Background: an optimization exercise with open tools, aiming at small area, a short achievable clock period and few clock cycles per item. Do not read the settings as production practice.
The RTL was checked by simulation tests, not by an equivalence proof against the original design.

// fp_top
module fp_top
#(
    parameter fp_pkg::fp_format_e  FP_FORMAT   = fp_pkg::FP32,
    parameter fp_pkg::int_format_e INT_FORMAT  = fp_pkg::INT32,
    parameter logic        RISCV_MODE  = 1'b0
)
(
    input clk_i,
    input rst_i,
    input start_i,
    output logic ready_o,
    input [63:0] a_i,
    input [63:0] b_i,
    input [63:0] c_i,
    input fp_pkg::roundmode_e rnd_i,
    input fp_pkg::float_op_e op_i,
    input [1:0] op_modify_i,
    output logic [63:0] result_o,
    output logic valid_o,
    output fp_pkg::status_t flags_o
);
Size: ~600 flip-flops, ~280 I/O pins, about 0.11 mm² of cells after synthesis.
clock: 20.0 ns
lec_check: 0
abc_area: 1
cap_margin: 20
core_margin: 2
core_utilization: 40
setup_slack_margin: 5
slew_margin: 20
standard.sh (not shown) runs the stock make flow with config.mk's settings and CLKGATE_MAP_FILE= SYNTH_SCRIPT=/design/flow/synth_recipe.tcl, a recipe that flattens the netlist after the stock synthesis.
==> flow/flow/run.sh <==
#!/bin/bash
set -euo pipefail
bash standard.sh SETUP_SLACK_MARGIN=6.5 finish > flow_make.log 2>&1
Testbench counts at the start, summed over its fixed seeds: cycles 35,466, ops 24,000.
Change:
--- a/flow/config.mk
+++ b/flow/config.mk
@@ -8 +7,0 @@
-export ABC_AREA = 1
The new run completed without violations.
Wire length climbs by 9.1%.
Register-to-register slack loses 1.2 ns.
Fmax shrinks by 8.0%.
Setup slack gets worse by 1.2 ns.
Count of clock-buffer cells in the layout goes up by 2.
Sequential share of layout area went down by 1.0 points.
First-iteration DRC count goes up by 12%.
Die area goes up by 1.2%.
Change:
==> flow/flow/run.sh (replaced) <==
#!/bin/bash
set -euo pipefail
bash standard.sh SETUP_SLACK_MARGIN=8 finish > flow_make.log 2>&1
--- a/flow/config.mk
+++ b/flow/config.mk
@@ -7,0 +8 @@
+export ABC_AREA = 1
After rerunning: Area after synthesis decreases slightly. Utilization increases by 1.1 points. Routed wire length decreases slightly.
Change:
==> flow/run.sh (new file) <==
#!/bin/bash
# synth_recipe.tcl (not shown) runs the flow's synth.tcl, then flattens the netlist and writes it again
# the make line also repeats each setting of config.mk as NAME=value (left out here)
make -C /OpenROAD-flow-scripts/flow DESIGN_CONFIG=/design/flow/config.mk WORK_HOME=/design/flow/orfs CLKGATE_MAP_FILE= SYNTH_SCRIPT=/design/flow/synth_recipe.tcl finish
--- a/flow/config.mk
+++ b/flow/config.mk
@@ -8 +7,0 @@
-export ABC_AREA = 1
@@ -13,0 +13,2 @@
+export SYNTH_HIERARCHICAL = 1
+export SYNTH_MINIMUM_KEEP_SIZE = 200
removed: flow/flow/run.sh
removed: flow/standard.sh
Outcome: The changed run finished clean. Final area shrinks by 11%. Maximum frequency shrinks by 12%. Die area grows by 0.31%. Cell count shrinks by 17%.

========
fp_top, a different RTL version from the one above (not shown whole).
Size in the first run: ~15000 cells after synthesis.
Settings: LEC_CHECK=0, CAP_MARGIN=20, CORE_MARGIN=2, CORE_UTILIZATION=40, SETUP_SLACK_MARGIN=5, SLEW_MARGIN=20, SYNTH_HIERARCHICAL=1, SYNTH_MINIMUM_KEEP_SIZE=200, TNS_END_PERCENT=5; clock period 20.0 ns.
run.sh (not shown) runs the stock make flow with config.mk's settings and CLKGATE_MAP_FILE= SYNTH_SCRIPT=/design/flow/synth_recipe.tcl, a recipe that flattens the netlist after the stock synthesis.
Stock flow here: none of the scripts above is used.
Testbench counts at the start, summed over its fixed seeds: cycles 36,437, ops 24,000.
Change:
Settings changed: TNS_END_PERCENT 5 to unset.
Effect:
- global-route usage is about the same
- routed wire length is about the same

========
fp_top, a different RTL version from the one above (not shown whole).
For scale: about 280 I/O pins, about 110000 sq um of cells after synthesis.
make LEC_CHECK=0 CAP_MARGIN=20 CORE_MARGIN=2 CORE_UTILIZATION=40 SETUP_SLACK_MARGIN=5 SLEW_MARGIN=20 finish   # period 20.0 ns
Testbench counts at the start, summed over its fixed seeds: cycles 35,466, ops 24,000.
Edit:
Settings changed: ABC_AREA set to 1.
Synthesized area climbs by 1.9%; via count grows by about 6%; global-route usage came out lower by 0.70 points; non-clock buffer count decreases by 177; worst setup slack is better by 0.17 ns; worst hold slack is worse by 0.010 ns; routed wire length came out lower by 0.58%; die area climbs by about 1.8%; flip-flop and latch count stays the same.
Edit:
Settings changed: ABC_AREA 1 to unset, SYNTH_HIERARCHICAL set to 1, SYNTH_MINIMUM_KEEP_SIZE set to 200.
Outcome: Utilization came out higher by 1.8 points; via count came out lower by 3.8%; final cell count came out lower by 12%; synthesized area is about the same; non-clock buffer count came out higher by 340; critical path depth came out lower by 1; routed wire length came out higher by 3.8%; worst setup slack got worse by 0.34 ns.
Edit:
Settings changed: CORE_UTILIZATION 40 to 48.
Outcome:
- The changed run went through all stages and came out clean
- utilization is higher by 8.8 points
- final cell count is lower by a few percent
- sequential share of layout area stays flat
- cell area is lower slightly

========
Another version of the RTL of fp_top (not shown whole).
For scale: roughly 14000 cells after synthesis, ~710 flip-flops, ~110000 µm² of cells after synthesis.
make LEC_CHECK=0 CAP_MARGIN=20 CORE_MARGIN=2 CORE_UTILIZATION=40 SETUP_SLACK_MARGIN=5 SLEW_MARGIN=20 finish   # period 20.0 ns
The starting point finished with max-capacitance violations, max-slew violations left.
Testbench counts at the start, summed over its fixed seeds: cycles 38,356, ops 24,000.
==> next run, changes <==
Settings changed: SYNTH_HIERARCHICAL from default to 1, SYNTH_MINIMUM_KEEP_SIZE from default to 200.
After rerunning:
- The new run went through all stages and came out clean
- sequential cell count does not change
- routed wire length increases by 6.8%
- final cell count is higher by 5.6%
- setup slack gets worse by 48 ps
- design area goes up by 4.6%
- die area came out higher by 4.5%
==> next run, changes <==
Settings changed: CORE_UTILIZATION 40 to 55.
This time the run failed in global routing (5_1_grt) with GRT-0232.
Synthesized area is unchanged.
Synthesized cell count is unchanged.

## separate check: timing with driven ports
No port has a modelled driver above. Below, the same layouts with a new extraction and two added sets of constraints.
Step 1 assumes that a clkbuf_16 drives the clock port and a buf_2 every other input.
Step 2 times the ports against the registers' clock, not the clock port: input delays grow and output delays shrink by t, the midpoint of the rising clock arrivals with the driver on.
a / b / c = ideal / step 1 / step 2; a / b = the first two.
run | t, ns | slack for setup (ns) | worst setup path after step 2 | latest minus earliest clock arrival (ns)
the first run of note 1 | 0.906 | 6.636 / 6.531 / 5.989 | input to register | 0.084 / 0.084
the second run of note 1 | 0.906 | 5.470 / 5.387 / 5.634 | input to register | 0.123 / 0.124
the third run of note 1 | 0.899 | 6.799 / 6.699 / 7.150 | input to register | 0.086 / 0.086
the fourth run of note 1 | 0.828 | 5.045 / 4.954 / 4.667 | input to register | 0.052 / 0.051
the first run of note 2 | 0.827 | 5.117 / 5.020 / 4.374 | input to register | 0.032 / 0.033
the second run of note 2 | 0.832 | 5.247 / 5.156 / 4.519 | input to register | 0.055 / 0.055
the first run of note 3 | 0.835 | 5.292 / 5.176 / 4.536 | input to register | 0.085 / 0.085
the second run of note 3 | 0.806 | 5.463 / 5.365 / 4.766 | input to register | 0.097 / 0.097
the third run of note 3 | 0.844 | 5.122 / 5.009 / 4.496 | input to register | 0.068 / 0.068
the fourth run of note 3 | 0.853 | 4.881 / 4.881 / 4.469 | input to register | 0.049 / 0.049
the first run of note 4 | 0.829 | 5.267 / 5.181 / 4.611 | input to register | 0.082 / 0.081
the second run of note 4 | 0.848 | 5.219 / 5.110 / 4.573 | input to register | 0.063 / 0.064
For the first run of note 3, which loses most, drivers alone change the setup slack by -0.116 ns; drivers and shift together by -0.756 ns.
